What follows belongs to an exercise in optimizing a design on an open flow for small area, a short achievable clock period and few clock cycles; a production flow would make more cautious choices. The RTL was checked by simulation tests, not by an equivalence proof against the original design. Power is estimated from default activity; no workload was simulated.

==> inputs of 02-06 <==
==> flow/design.v <==
module PDU_kernel (
    input                   [ 0 : 0]            sys_clk,
    input                   [ 0 : 0]            sys_rst,
    output                  [31 : 0]            imem_addr,
    input                   [31 : 0]            imem_rdata,
    output                  [31 : 0]            dmem_addr,
    output                  [31 : 0]            dmem_wdata,
    output                  [ 0 : 0]            dmem_we,
    input                   [31 : 0]            dmem_rdata
);
    reg  [31:0] f_pc;
    reg         r_v;
    reg  [31:0] r_pc;
    reg         btb_v;
    reg  [31:0] btb_pc;
    reg  [31:0] btb_tgt;
    reg         i_v;
    reg         i_pred;
    reg  [31:0] i_pc;
    reg         d_v;
    reg         d_pred;
    reg  [31:0] d_pc;
    reg  [31:0] d_inst;
    reg         d_jal;       
    reg         d_bbr;       
    reg         e_v;
    reg         e_pred;
    reg  [31:0] e_pc;
    reg  [31:0] e_rs1;
    reg  [31:0] e_rs2;
    reg  [31:0] e_imm;
    reg         e_a_m, e_a_w, e_a_r;
    reg         e_b_m, e_b_w, e_b_r;
    reg         e_s1_m, e_s1_w, e_s1_r, e_s1_i;
    reg         e_ca_m, e_ca_w, e_ca_r;
    reg         e_cb_m, e_cb_w, e_cb_r;
    reg         e_sa_m, e_sa_w, e_sa_r;
    reg         e_sn_m, e_sn_w, e_sn_r, e_sn_i;
    reg         e_sb_m, e_sb_w, e_sb_r, e_sb_i;
    reg         e_sub;
    reg         e_s_add, e_s_slt, e_s_sltu, e_s_xor, e_s_or, e_s_and, e_s_sh;
    reg         e_s_link, e_s_tgt, e_s_imm;
    reg         e_sh_left, e_sh_arith;
    reg         e_br, e_jal, e_jalr, e_btb_new;
    reg         e_br_eq, e_br_lt, e_cmp_sgn;
    reg  [ 2:0] e_f3;
    reg         e_ld, e_st, e_wen;
    reg  [ 4:0] e_rd;
    reg         m_we, m_ld, m_wen;
    reg  [ 4:0] m_rd;
    reg  [31:0] m_res;
    reg  [31:0] m_sdata;
    reg         w_ld, w_wen;
    reg  [ 4:0] w_rd;
    reg  [31:0] w_res;
    wire [31:0] w_data = w_ld ? dmem_rdata : w_res;
    reg  [31:0] rf [1:31];
    genvar gi;
    generate
        for (gi = 1; gi < 32; gi = gi + 1) begin : g_rf
            always @(posedge sys_clk)
                if (w_wen && w_rd == gi)
                    rf[gi] <= w_data;
        end
    endgenerate
    wire        btb_hit = btb_v && (btb_pc == f_pc);
    assign imem_addr = f_pc;
    wire [31:0] inst = d_inst;
    wire [ 4:0] opc  = inst[6:2];
    wire [ 2:0] f3   = inst[14:12];
    wire [ 4:0] rs1  = inst[19:15];
    wire [ 4:0] rs2  = inst[24:20];
    wire [ 4:0] rd   = inst[11:7];
    wire is_op    = opc == 5'b01100;
    wire is_opi   = opc == 5'b00100;
    wire is_ld    = opc == 5'b00000;
    wire is_st    = opc == 5'b01000;
    wire is_br    = opc == 5'b11000;
    wire is_lui   = opc == 5'b01101;
    wire is_auipc = opc == 5'b00101;
    wire is_jal   = opc == 5'b11011;
    wire is_jalr  = opc == 5'b11001;
    wire use1 = is_op | is_opi | is_ld | is_st | is_br | is_jalr;
    wire use2 = is_op | is_st | is_br;
    wire wen  = (is_op | is_opi | is_ld | is_lui | is_auipc | is_jal | is_jalr) & (|rd);
    wire alu  = is_op | is_opi;
    wire shift = alu && f3[1:0] == 2'b01;
    wire logic_op = alu && (f3 == 3'b100 || f3 == 3'b110 || f3 == 3'b111);
    reg  [31:0] imm;
    always @(*) begin
        imm = {{20{inst[31]}}, inst[31:20]};
        if (is_br)
            imm = {{20{inst[31]}}, inst[7], inst[30:25], inst[11:8], 1'b0};
        if (is_st)
            imm = {{20{inst[31]}}, inst[31:25], inst[11:7]};
        if (is_lui || is_auipc)
            imm = {inst[31:12], 12'h0};
        if (is_jal)
            imm = {{12{inst[31]}}, inst[19:12], inst[20], inst[30:21], 1'b0};
    end
    wire [31:0] dimm = d_jal ? {{12{inst[31]}}, inst[19:12], inst[20], inst[30:21], 1'b0}
                             : {{20{inst[31]}}, inst[7], inst[30:25], inst[11:8], 1'b0};
    wire [31:0] dtgt = d_pc + dimm;
    wire        dpred = d_jal || (d_bbr && !d_pred);
    wire [31:0] rd1 = (w_wen && w_rd == rs1) ? w_data : ((|rs1) ? rf[rs1] : 32'h0);
    wire [31:0] rd2 = (w_wen && w_rd == rs2) ? w_data : ((|rs2) ? rf[rs2] : 32'h0);
    wire f1m = e_wen && e_rd == rs1;
    wire f1w = m_wen && m_rd == rs1 && !f1m;
    wire f2m = e_wen && e_rd == rs2;
    wire f2w = m_wen && m_rd == rs2 && !f2m;
    wire haz = d_v && (
        (e_v && e_ld && e_wen && ((use1 && e_rd == rs1) || (use2 && e_rd == rs2))) ||
        (m_ld && m_wen && ((use1 && m_rd == rs1) || (use2 && m_rd == rs2))));
    wire [31:0] a  = ({32{e_a_m}} & m_res) | ({32{e_a_w}} & w_res) | ({32{e_a_r}} & e_rs1);
    wire [31:0] b  = ({32{e_b_m}} & m_res) | ({32{e_b_w}} & w_res) | ({32{e_b_r}} & e_rs2);
    wire [31:0] s1 = ({32{e_s1_m}} & m_res) | ({32{e_s1_w}} & w_res) | ({32{e_s1_r}} & e_rs2) |
                     ({32{e_s1_i}} & e_imm);
    wire [33:0] sum_x = {1'b0, a, 1'b1} + {1'b0, s1 ^ {32{e_sub}}, e_sub};
    wire [31:0] sum   = sum_x[32:1];
    wire        sltu  = !sum_x[33];
    wire        slt   = (a[31] ^ s1[31]) ? a[31] : sum[31];
    wire [31:0] ca = ({32{e_ca_m}} & m_res) | ({32{e_ca_w}} & w_res) | ({32{e_ca_r}} & e_rs1);
    wire [31:0] cb = ({32{e_cb_m}} & m_res) | ({32{e_cb_w}} & w_res) | ({32{e_cb_r}} & e_rs2);
    wire [31:0] cx = {ca[31] ^ e_cmp_sgn, ca[30:0]};
    wire [31:0] cy = {cb[31] ^ e_cmp_sgn, cb[30:0]};
    wire [31:0] cl0 = ~cx & cy;
    wire [31:0] ce0 = ~(cx ^ cy);
    wire [15:0] cl1, ce1;
    wire [ 7:0] cl2, ce2;
    wire [ 3:0] cl3, ce3;
    wire [ 1:0] cl4, ce4;
    genvar ci;
    generate
        for (ci = 0; ci < 16; ci = ci + 1) begin : g_c1
            assign cl1[ci] = cl0[2*ci+1] | (ce0[2*ci+1] & cl0[2*ci]);
            assign ce1[ci] = ce0[2*ci+1] & ce0[2*ci];
        end
        for (ci = 0; ci < 8; ci = ci + 1) begin : g_c2
            assign cl2[ci] = cl1[2*ci+1] | (ce1[2*ci+1] & cl1[2*ci]);
            assign ce2[ci] = ce1[2*ci+1] & ce1[2*ci];
        end
        for (ci = 0; ci < 4; ci = ci + 1) begin : g_c3
            assign cl3[ci] = cl2[2*ci+1] | (ce2[2*ci+1] & cl2[2*ci]);
            assign ce3[ci] = ce2[2*ci+1] & ce2[2*ci];
        end
        for (ci = 0; ci < 2; ci = ci + 1) begin : g_c4
            assign cl4[ci] = cl3[2*ci+1] | (ce3[2*ci+1] & cl3[2*ci]);
            assign ce4[ci] = ce3[2*ci+1] & ce3[2*ci];
        end
    endgenerate
    wire        lt    = cl4[1] | (ce4[1] & cl4[0]);
    wire        eq    = ce4[1] & ce4[0];
    wire [31:0] sa = ({32{e_sa_m}} & m_res) | ({32{e_sa_w}} & w_res) | ({32{e_sa_r}} & e_rs1);
    wire [31:0] sb = ({32{e_sb_m}} & m_res) | ({32{e_sb_w}} & w_res) |
                     ({32{e_sb_r}} & e_rs2) | ({32{e_sb_i}} & e_imm);
    wire [ 4:0] sn = ({5{e_sn_m}} & m_res[4:0]) | ({5{e_sn_w}} & w_res[4:0]) |
                     ({5{e_sn_r}} & e_rs2[4:0]) | ({5{e_sn_i}} & e_imm[4:0]);
    reg  [31:0] sh_in, sh_res;
    integer k;
    always @(*)
        for (k = 0; k < 32; k = k + 1)
            sh_in[k] = e_sh_left ? sa[31-k] : sa[k];
    wire [32:0] sh_ext = {e_sh_arith & sa[31], sh_in};
    wire [32:0] sh_out = $signed(sh_ext) >>> sn;
    always @(*)
        for (k = 0; k < 32; k = k + 1)
            sh_res[k] = e_sh_left ? sh_out[31-k] : sh_out[k];
    wire [31:0] link = e_pc + 32'h4;
    wire [31:0] tgt  = e_pc + e_imm;
    wire [31:0] res =
        ({32{e_s_add}}  & sum) |
        ({32{e_s_slt}}  & {31'b0, slt}) |
        ({32{e_s_sltu}} & {31'b0, sltu}) |
        ({32{e_s_xor}}  & (sa ^ sb)) |
        ({32{e_s_or}}   & (sa | sb)) |
        ({32{e_s_and}}  & (sa & sb)) |
        ({32{e_s_sh}}   & sh_res) |
        ({32{e_s_link}} & link) |
        ({32{e_s_tgt}}  & tgt) |
        ({32{e_s_imm}}  & e_imm);
    wire cond = (e_br_eq & (eq ^ e_f3[0])) | (e_br_lt & (lt ^ e_f3[0]));
    wire        e_ok     = e_v && !r_v;
    wire        dred     = d_v && dpred;
    wire        taken    = e_jal | e_jalr | cond;
    wire        redirect = e_ok && (taken ? !e_pred : e_pred);
    wire [31:0] tgt_t    = e_jalr ? sum : tgt;
    wire refetch = haz && i_v;
    wire        dsel   = dred && !haz;
    wire [31:0] seq_pc = dsel ? dtgt : (refetch ? i_pc : (btb_hit ? btb_tgt : f_pc + 32'h4));
    wire [31:0] f_next = r_v ? r_pc : seq_pc;
    always @(posedge sys_clk) begin
        if (sys_rst) begin
            f_pc  <= 32'h0;
            r_v   <= 1'b0;
            btb_v <= 1'b0;
            i_v   <= 1'b0;
            d_v   <= 1'b0;
            e_v   <= 1'b0;
            e_wen <= 1'b0;
            m_we  <= 1'b0;
            m_ld  <= 1'b0;
            m_wen <= 1'b0;
            w_wen <= 1'b0;
            w_ld  <= 1'b0;
        end else begin
            f_pc  <= f_next;
            r_v   <= redirect;
            if (e_ok && e_btb_new)
                btb_v <= 1'b1;
            i_v   <= !(r_v || refetch || dsel);
            if (!haz)
                d_v <= i_v && !dred;
            if (r_v)
                d_v <= 1'b0;
            e_v   <= d_v && !r_v && !haz;
            e_wen <= d_v && !r_v && !haz && wen;
            m_we  <= e_ok && e_st;
            m_ld  <= e_ok && e_ld;
            m_wen <= e_wen && !r_v;
            w_ld  <= m_ld;
            w_wen <= m_wen;
        end
    end
    always @(posedge sys_clk)
        if (e_ok && e_btb_new) begin
            btb_pc  <= e_pc;
            btb_tgt <= tgt;
        end
    always @(posedge sys_clk) begin
        r_pc   <= e_pred ? link : tgt_t;      
        i_pred <= btb_hit;
        i_pc   <= f_pc;
        if (!haz) begin
            d_pred <= i_pred;
            d_pc   <= i_pc;
            d_inst <= imem_rdata;
            d_jal  <= imem_rdata[6:2] == 5'b11011;
            d_bbr  <= imem_rdata[6:2] == 5'b11000 && imem_rdata[31];
        end
        e_ld       <= is_ld;
        e_st       <= is_st;
        e_br       <= is_br;
        e_br_eq    <= is_br && f3[2:1] == 2'b00;
        e_br_lt    <= is_br && f3[2];
        e_cmp_sgn  <= !f3[1];
        e_jal      <= is_jal;
        e_jalr     <= is_jalr;
        e_btb_new  <= is_br && inst[31] && !d_pred;
        e_pred     <= d_pred || dpred;
        e_pc       <= d_pc;
        e_rs1      <= rd1;
        e_rs2      <= rd2;
        e_imm      <= imm;
        e_rd       <= rd;
        e_f3       <= f3;
        e_a_m      <= f1m;
        e_a_w      <= f1w;
        e_a_r      <= !f1m && !f1w;
        e_b_m      <= is_st && f2m;
        e_b_w      <= is_st && f2w;
        e_b_r      <= is_st && !f2m && !f2w;
        e_s1_m     <= is_op && f2m;
        e_s1_w     <= is_op && f2w;
        e_s1_r     <= is_op && !f2m && !f2w;
        e_s1_i     <= !is_op;
        e_ca_m     <= is_br && f1m;
        e_ca_w     <= is_br && f1w;
        e_ca_r     <= is_br && !f1m && !f1w;
        e_cb_m     <= is_br && f2m;
        e_cb_w     <= is_br && f2w;
        e_cb_r     <= is_br && !f2m && !f2w;
        e_sa_m     <= (shift || logic_op) && f1m;
        e_sa_w     <= (shift || logic_op) && f1w;
        e_sa_r     <= (shift || logic_op) && !f1m && !f1w;
        e_sb_m     <= logic_op && is_op && f2m;
        e_sb_w     <= logic_op && is_op && f2w;
        e_sb_r     <= logic_op && is_op && !f2m && !f2w;
        e_sb_i     <= logic_op && !is_op;
        e_sn_m     <= shift && is_op && f2m;
        e_sn_w     <= shift && is_op && f2w;
        e_sn_r     <= shift && is_op && !f2m && !f2w;
        e_sn_i     <= shift && !is_op;
        e_sub      <= alu && (f3 == 3'b010 || f3 == 3'b011 || (is_op && f3 == 3'b000 && inst[30]));
        e_s_add    <= (alu && f3 == 3'b000) || is_ld || is_st;
        e_s_slt    <= alu && f3 == 3'b010;
        e_s_sltu   <= alu && f3 == 3'b011;
        e_s_xor    <= alu && f3 == 3'b100;
        e_s_or     <= alu && f3 == 3'b110;
        e_s_and    <= alu && f3 == 3'b111;
        e_s_sh     <= shift;
        e_s_link   <= is_jal | is_jalr;
        e_s_tgt    <= is_auipc;
        e_s_imm    <= is_lui;
        e_sh_left  <= f3 == 3'b001;
        e_sh_arith <= inst[30] && f3 == 3'b101;
        m_rd    <= e_rd;
        m_res   <= res;
        m_sdata <= b;
        w_rd  <= m_rd;
        w_res <= m_res;
    end
    assign dmem_addr  = m_res;
    assign dmem_wdata = m_sdata;
    assign dmem_we    = m_we;
endmodule
==> flow/run.sh <==
#!/bin/bash
# synth_recipe.tcl (not shown) runs the flow's synth.tcl, then flattens the netlist and writes it again
# the make line also repeats each setting of config.mk as NAME=value (left out here)
make -C /OpenROAD-flow-scripts/flow DESIGN_CONFIG=/design/flow/config.mk WORK_HOME=/design/flow/orfs CLKGATE_MAP_FILE= SYNTH_SCRIPT=/design/flow/synth_recipe.tcl finish
==> flow/config.mk <==
export PLATFORM = sky130hd
export DESIGN_NAME = PDU_kernel
export DESIGN_NICKNAME = PDU_kernel
export VERILOG_FILES = /design/flow/design.v
export SDC_FILE = /design/flow/constraint.sdc
export NUM_CORES = 4
export LEC_CHECK = 0
export CAP_MARGIN = 20
export CORE_MARGIN = 2
export CORE_UTILIZATION = 55
export CTS_CLUSTER_DIAMETER = 80
export CTS_CLUSTER_SIZE = 22
export PLACE_DENSITY = 0.68
export SETUP_SLACK_MARGIN = 5
export SLEW_MARGIN = 20
==> flow/constraint.sdc <==
create_clock -name core_clock -period 12.0 [get_ports {sys_clk}]
set_input_delay 2.4000 -clock core_clock [delete_from_list [all_inputs] [get_ports {sys_clk}]]
set_output_delay 2.4000 -clock core_clock [all_outputs]
set_load 0.01 [all_outputs]
==> inputs of 08-10, as changes to 02-06 <==
==> flow/design.v, changed modules only <==
module PDU_kernel (
    input                   [ 0 : 0]            sys_clk,
    input                   [ 0 : 0]            sys_rst,
    output                  [31 : 0]            imem_addr,
    input                   [31 : 0]            imem_rdata,
    output                  [31 : 0]            dmem_addr,
    output                  [31 : 0]            dmem_wdata,
    output                  [ 0 : 0]            dmem_we,
    input                   [31 : 0]            dmem_rdata
);
    reg  [31:0] f_pc;
    reg         btb_v;
    reg  [31:0] btb_pc;
    reg  [31:0] btb_tgt;
    reg         i_v;
    reg         i_pred;
    reg  [31:0] i_pc;
    reg         d_v;
    reg         d_pred;
    reg  [31:0] d_pc;
    reg  [31:0] d_inst;
    reg         e_v;
    reg         e_pred;
    reg  [31:0] e_pc;
    reg  [31:0] e_rs1;
    reg  [31:0] e_rs2;
    reg  [31:0] e_imm;
    reg         e_a_m, e_a_w, e_a_r;
    reg         e_b_m, e_b_w, e_b_r;
    reg         e_s1_m, e_s1_w, e_s1_r, e_s1_i;
    reg         e_ca_m, e_ca_w, e_ca_r;
    reg         e_cb_m, e_cb_w, e_cb_r;
    reg         e_sa_m, e_sa_w, e_sa_r;
    reg         e_sn_m, e_sn_w, e_sn_r, e_sn_i;
    reg         e_sub;
    reg         e_s_add, e_s_slt, e_s_sltu, e_s_xor, e_s_or, e_s_and, e_s_sh;
    reg         e_s_link, e_s_tgt, e_s_imm;
    reg         e_sh_left, e_sh_arith;
    reg         e_br, e_jal, e_jalr, e_btb_new;
    reg  [ 2:0] e_f3;
    reg         e_ld, e_st, e_wen;
    reg  [ 4:0] e_rd;
    reg         m_we, m_ld, m_wen;
    reg  [ 4:0] m_rd;
    reg  [31:0] m_res;
    reg  [31:0] m_sdata;
    reg         w_ld, w_wen;
    reg  [ 4:0] w_rd;
    reg  [31:0] w_res;
    wire [31:0] w_data = w_ld ? dmem_rdata : w_res;
    reg  [31:0] rf [1:31];
    genvar gi;
    generate
        for (gi = 1; gi < 32; gi = gi + 1) begin : g_rf
            always @(posedge sys_clk)
                if (w_wen && w_rd == gi)
                    rf[gi] <= w_data;
        end
    endgenerate
    wire        btb_hit = btb_v && (btb_pc == f_pc);
    assign imem_addr = f_pc;
    wire [31:0] inst = d_inst;
    wire [ 4:0] opc  = inst[6:2];
    wire [ 2:0] f3   = inst[14:12];
    wire [ 4:0] rs1  = inst[19:15];
    wire [ 4:0] rs2  = inst[24:20];
    wire [ 4:0] rd   = inst[11:7];
    wire is_op    = opc == 5'b01100;
    wire is_opi   = opc == 5'b00100;
    wire is_ld    = opc == 5'b00000;
    wire is_st    = opc == 5'b01000;
    wire is_br    = opc == 5'b11000;
    wire is_lui   = opc == 5'b01101;
    wire is_auipc = opc == 5'b00101;
    wire is_jal   = opc == 5'b11011;
    wire is_jalr  = opc == 5'b11001;
    wire use1 = is_op | is_opi | is_ld | is_st | is_br | is_jalr;
    wire use2 = is_op | is_st | is_br;
    wire wen  = (is_op | is_opi | is_ld | is_lui | is_auipc | is_jal | is_jalr) & (|rd);
    wire alu  = is_op | is_opi;
    wire shift = alu && f3[1:0] == 2'b01;
    reg  [31:0] imm;
    always @(*) begin
        imm = {{20{inst[31]}}, inst[31:20]};
        if (is_br)
            imm = {{20{inst[31]}}, inst[7], inst[30:25], inst[11:8], 1'b0};
        if (is_st)
            imm = {{20{inst[31]}}, inst[31:25], inst[11:7]};
        if (is_lui || is_auipc)
            imm = {inst[31:12], 12'h0};
        if (is_jal)
            imm = {{12{inst[31]}}, inst[19:12], inst[20], inst[30:21], 1'b0};
    end
    wire [31:0] dimm = is_jal ? {{12{inst[31]}}, inst[19:12], inst[20], inst[30:21], 1'b0}
                              : {{20{inst[31]}}, inst[7], inst[30:25], inst[11:8], 1'b0};
    wire [31:0] dtgt = d_pc + dimm;
    wire        dpred = is_jal || (is_br && inst[31] && !d_pred);
    wire [31:0] rd1 = (w_wen && w_rd == rs1) ? w_data : ((|rs1) ? rf[rs1] : 32'h0);
    wire [31:0] rd2 = (w_wen && w_rd == rs2) ? w_data : ((|rs2) ? rf[rs2] : 32'h0);
    wire f1m = e_wen && e_rd == rs1;
    wire f1w = m_wen && m_rd == rs1 && !f1m;
    wire f2m = e_wen && e_rd == rs2;
    wire f2w = m_wen && m_rd == rs2 && !f2m;
    wire haz = d_v && (
        (e_v && e_ld && e_wen && ((use1 && e_rd == rs1) || (use2 && e_rd == rs2))) ||
        (m_ld && m_wen && ((use1 && m_rd == rs1) || (use2 && m_rd == rs2))));
    wire [31:0] a  = ({32{e_a_m}} & m_res) | ({32{e_a_w}} & w_res) | ({32{e_a_r}} & e_rs1);
    wire [31:0] b  = ({32{e_b_m}} & m_res) | ({32{e_b_w}} & w_res) | ({32{e_b_r}} & e_rs2);
    wire [31:0] s1 = ({32{e_s1_m}} & m_res) | ({32{e_s1_w}} & w_res) | ({32{e_s1_r}} & e_rs2) |
                     ({32{e_s1_i}} & e_imm);
    wire [33:0] sum_x = {1'b0, a, 1'b1} + {1'b0, s1 ^ {32{e_sub}}, e_sub};
    wire [31:0] sum   = sum_x[32:1];
    wire        sltu  = !sum_x[33];
    wire        slt   = (a[31] ^ s1[31]) ? a[31] : sum[31];
    wire [31:0] ca = ({32{e_ca_m}} & m_res) | ({32{e_ca_w}} & w_res) | ({32{e_ca_r}} & e_rs1);
    wire [31:0] cb = ({32{e_cb_m}} & m_res) | ({32{e_cb_w}} & w_res) | ({32{e_cb_r}} & e_rs2);
    wire        eq    = ca == cb;
    wire        ltu   = ca < cb;
    wire        lt    = (ca[31] ^ cb[31]) ? ca[31] : ltu;
    wire [31:0] sa = ({32{e_sa_m}} & m_res) | ({32{e_sa_w}} & w_res) | ({32{e_sa_r}} & e_rs1);
    wire [ 4:0] sn = ({5{e_sn_m}} & m_res[4:0]) | ({5{e_sn_w}} & w_res[4:0]) |
                     ({5{e_sn_r}} & e_rs2[4:0]) | ({5{e_sn_i}} & e_imm[4:0]);
    reg  [31:0] sh_in, sh_res;
    integer k;
    always @(*)
        for (k = 0; k < 32; k = k + 1)
            sh_in[k] = e_sh_left ? sa[31-k] : sa[k];
    wire [32:0] sh_ext = {e_sh_arith & sa[31], sh_in};
    wire [32:0] sh_out = $signed(sh_ext) >>> sn;
    always @(*)
        for (k = 0; k < 32; k = k + 1)
            sh_res[k] = e_sh_left ? sh_out[31-k] : sh_out[k];
    wire [31:0] link = e_pc + 32'h4;
    wire [31:0] tgt  = e_pc + e_imm;
    wire [31:0] res =
        ({32{e_s_add}}  & sum) |
        ({32{e_s_slt}}  & {31'b0, slt}) |
        ({32{e_s_sltu}} & {31'b0, sltu}) |
        ({32{e_s_xor}}  & (a ^ s1)) |
        ({32{e_s_or}}   & (a | s1)) |
        ({32{e_s_and}}  & (a & s1)) |
        ({32{e_s_sh}}   & sh_res) |
        ({32{e_s_link}} & link) |
        ({32{e_s_tgt}}  & tgt) |
        ({32{e_s_imm}}  & e_imm);
    wire cond = e_f3[2] ? ((e_f3[1] ? ltu : lt) ^ e_f3[0]) : (~e_f3[1] & (eq ^ e_f3[0]));
    wire        redir_t  = e_v && !e_pred;                 
    wire        redir_nt = e_v && e_pred;                  
    wire        dred     = d_v && dpred;
    wire        taken    = e_jal | e_jalr | (e_br & cond);
    wire        redirect = taken ? redir_t : redir_nt;
    wire [31:0] tgt_t    = e_jalr ? sum : tgt;
    wire stall   = haz && !redirect;
    wire refetch = haz && i_v;
    wire [31:0] seq_pc = refetch ? i_pc : ((dred && !haz) ? dtgt : (btb_hit ? btb_tgt : f_pc + 32'h4));
    wire [31:0] pc_t   = redir_t  ? tgt_t : seq_pc;
    wire [31:0] pc_nt  = redir_nt ? link  : seq_pc;
    wire [31:0] f_next = taken ? pc_t : pc_nt;
    always @(posedge sys_clk) begin
        if (sys_rst) begin
            f_pc  <= 32'h0;
            btb_v <= 1'b0;
            i_v   <= 1'b0;
            d_v   <= 1'b0;
            e_v   <= 1'b0;
            e_wen <= 1'b0;
            m_we  <= 1'b0;
            m_ld  <= 1'b0;
            m_wen <= 1'b0;
            w_wen <= 1'b0;
            w_ld  <= 1'b0;
        end else begin
            f_pc  <= f_next;
            if (e_v && e_btb_new)
                btb_v <= 1'b1;
            i_v   <= !(redirect || refetch || (dred && !haz));
            if (!stall)
                d_v <= i_v && !redirect && !dred;
            if (redirect)
                d_v <= 1'b0;
            e_v   <= d_v && !redirect && !haz;
            e_wen <= d_v && !redirect && !haz && wen;
            m_we  <= e_v && e_st;
            m_ld  <= e_v && e_ld;
            m_wen <= e_wen;
            w_ld  <= m_ld;
            w_wen <= m_wen;
        end
    end
    always @(posedge sys_clk)
        if (e_v && e_btb_new) begin
            btb_pc  <= e_pc;
            btb_tgt <= tgt;
        end
    always @(posedge sys_clk) begin
        i_pred <= btb_hit;
        i_pc   <= f_pc;
        if (!haz) begin
            d_pred <= i_pred;
            d_pc   <= i_pc;
            d_inst <= imem_rdata;
        end
        e_ld       <= is_ld;
        e_st       <= is_st;
        e_br       <= is_br;
        e_jal      <= is_jal;
        e_jalr     <= is_jalr;
        e_btb_new  <= is_br && inst[31] && !d_pred;
        e_pred     <= d_pred || dpred;
        e_pc       <= d_pc;
        e_rs1      <= rd1;
        e_rs2      <= rd2;
        e_imm      <= imm;
        e_rd       <= rd;
        e_f3       <= f3;
        e_a_m      <= f1m;
        e_a_w      <= f1w;
        e_a_r      <= !f1m && !f1w;
        e_b_m      <= is_st && f2m;
        e_b_w      <= is_st && f2w;
        e_b_r      <= is_st && !f2m && !f2w;
        e_s1_m     <= is_op && f2m;
        e_s1_w     <= is_op && f2w;
        e_s1_r     <= is_op && !f2m && !f2w;
        e_s1_i     <= !is_op;
        e_ca_m     <= is_br && f1m;
        e_ca_w     <= is_br && f1w;
        e_ca_r     <= is_br && !f1m && !f1w;
        e_cb_m     <= is_br && f2m;
        e_cb_w     <= is_br && f2w;
        e_cb_r     <= is_br && !f2m && !f2w;
        e_sa_m     <= shift && f1m;
        e_sa_w     <= shift && f1w;
        e_sa_r     <= shift && !f1m && !f1w;
        e_sn_m     <= shift && is_op && f2m;
        e_sn_w     <= shift && is_op && f2w;
        e_sn_r     <= shift && is_op && !f2m && !f2w;
        e_sn_i     <= shift && !is_op;
        e_sub      <= alu && (f3 == 3'b010 || f3 == 3'b011 || (is_op && f3 == 3'b000 && inst[30]));
        e_s_add    <= (alu && f3 == 3'b000) || is_ld || is_st;
        e_s_slt    <= alu && f3 == 3'b010;
        e_s_sltu   <= alu && f3 == 3'b011;
        e_s_xor    <= alu && f3 == 3'b100;
        e_s_or     <= alu && f3 == 3'b110;
        e_s_and    <= alu && f3 == 3'b111;
        e_s_sh     <= shift;
        e_s_link   <= is_jal | is_jalr;
        e_s_tgt    <= is_auipc;
        e_s_imm    <= is_lui;
        e_sh_left  <= f3 == 3'b001;
        e_sh_arith <= inst[30] && f3 == 3'b101;
        m_rd    <= e_rd;
        m_res   <= res;
        m_sdata <= b;
        w_rd  <= m_rd;
        w_res <= m_res;
    end
    assign dmem_addr  = m_res;
    assign dmem_wdata = m_sdata;
    assign dmem_we    = m_we;
endmodule
--- a/flow/config.mk
+++ b/flow/config.mk
@@ -9,6 +9,3 @@
 export CORE_MARGIN = 2
-export CORE_UTILIZATION = 55
-export CTS_CLUSTER_DIAMETER = 80
-export CTS_CLUSTER_SIZE = 22
-export PLACE_DENSITY = 0.68
+export CORE_UTILIZATION = 40
 export SETUP_SLACK_MARGIN = 5
==> qor summary <==
Fill cells: 02-06 10620; 08-10 15850
Power attributed to sequential cells: 02-06 5.97 mW; 08-10 5.85 mW
FF-to-FF End: 02-06 r_pc[31]$_DFF_P_; 08-10 f_pc[29]$_SDFF_PP0_
Yosys cell types: 02-06 79; 08-10 92
Worst hold slack across all endpoints: 02-06 0.3868 ns; 08-10 0.3729 ns
Fraction of area in registers: 02-06 52.05%; 08-10 50.21%
Crit-path max FO: 02-06 32; 08-10 19
Multiplexer area fraction after synthesis: 02-06 2.643%; 08-10 2.412%
Cell internal power dissipation: 02-06 7.630 mW; 08-10 8.799 mW
Detailed-route via count: 02-06 64400; 08-10 62630
WP data required: 02-06 12.62 ns; 08-10 12.72 ns
Number of well taps: 02-06 1755; 08-10 2340
Area of the multi-input gates: 02-06 29310 um2; 08-10 28460 um2
Met3 global-route usage: 02-06 18.74%; 08-10 15.03%
Proportion of netlist area held by the largest area contributor: 02-06 46.20%; 08-10 47.34%
Outcome: 02-06 complete, no violations; 08-10 complete, no violations
Net switching power: 02-06 2.908 mW; 08-10 3.338 mW
Total placed cells including tap cells: 02-06 7852; 08-10 8242
CTS H-tree lvls: 02-06 3; 08-10 4
Tightest Pin Transition: 02-06 1.391 ns; 08-10 1.337 ns
Number of search-and-repair iterations in the first detailed-routing pass: 02-06 14; 08-10 11
# rows: 02-06 133; 08-10 154
Leakage: 02-06 28.14 nW; 08-10 28.85 nW
Proportion of power drawn by the clock network: 02-06 32.0%; 08-10 41.7%
Count of placed standard cells in the final layout, fillers left out: 02-06 8013; 08-10 8551
Power drawn by the clock network: 02-06 3.38 mW; 08-10 5.06 mW
Testbench counts of 02-06, summed over its fixed seeds: cycles 109,990.
Testbench counts of 08-10, summed over its fixed seeds: cycles 106,985.
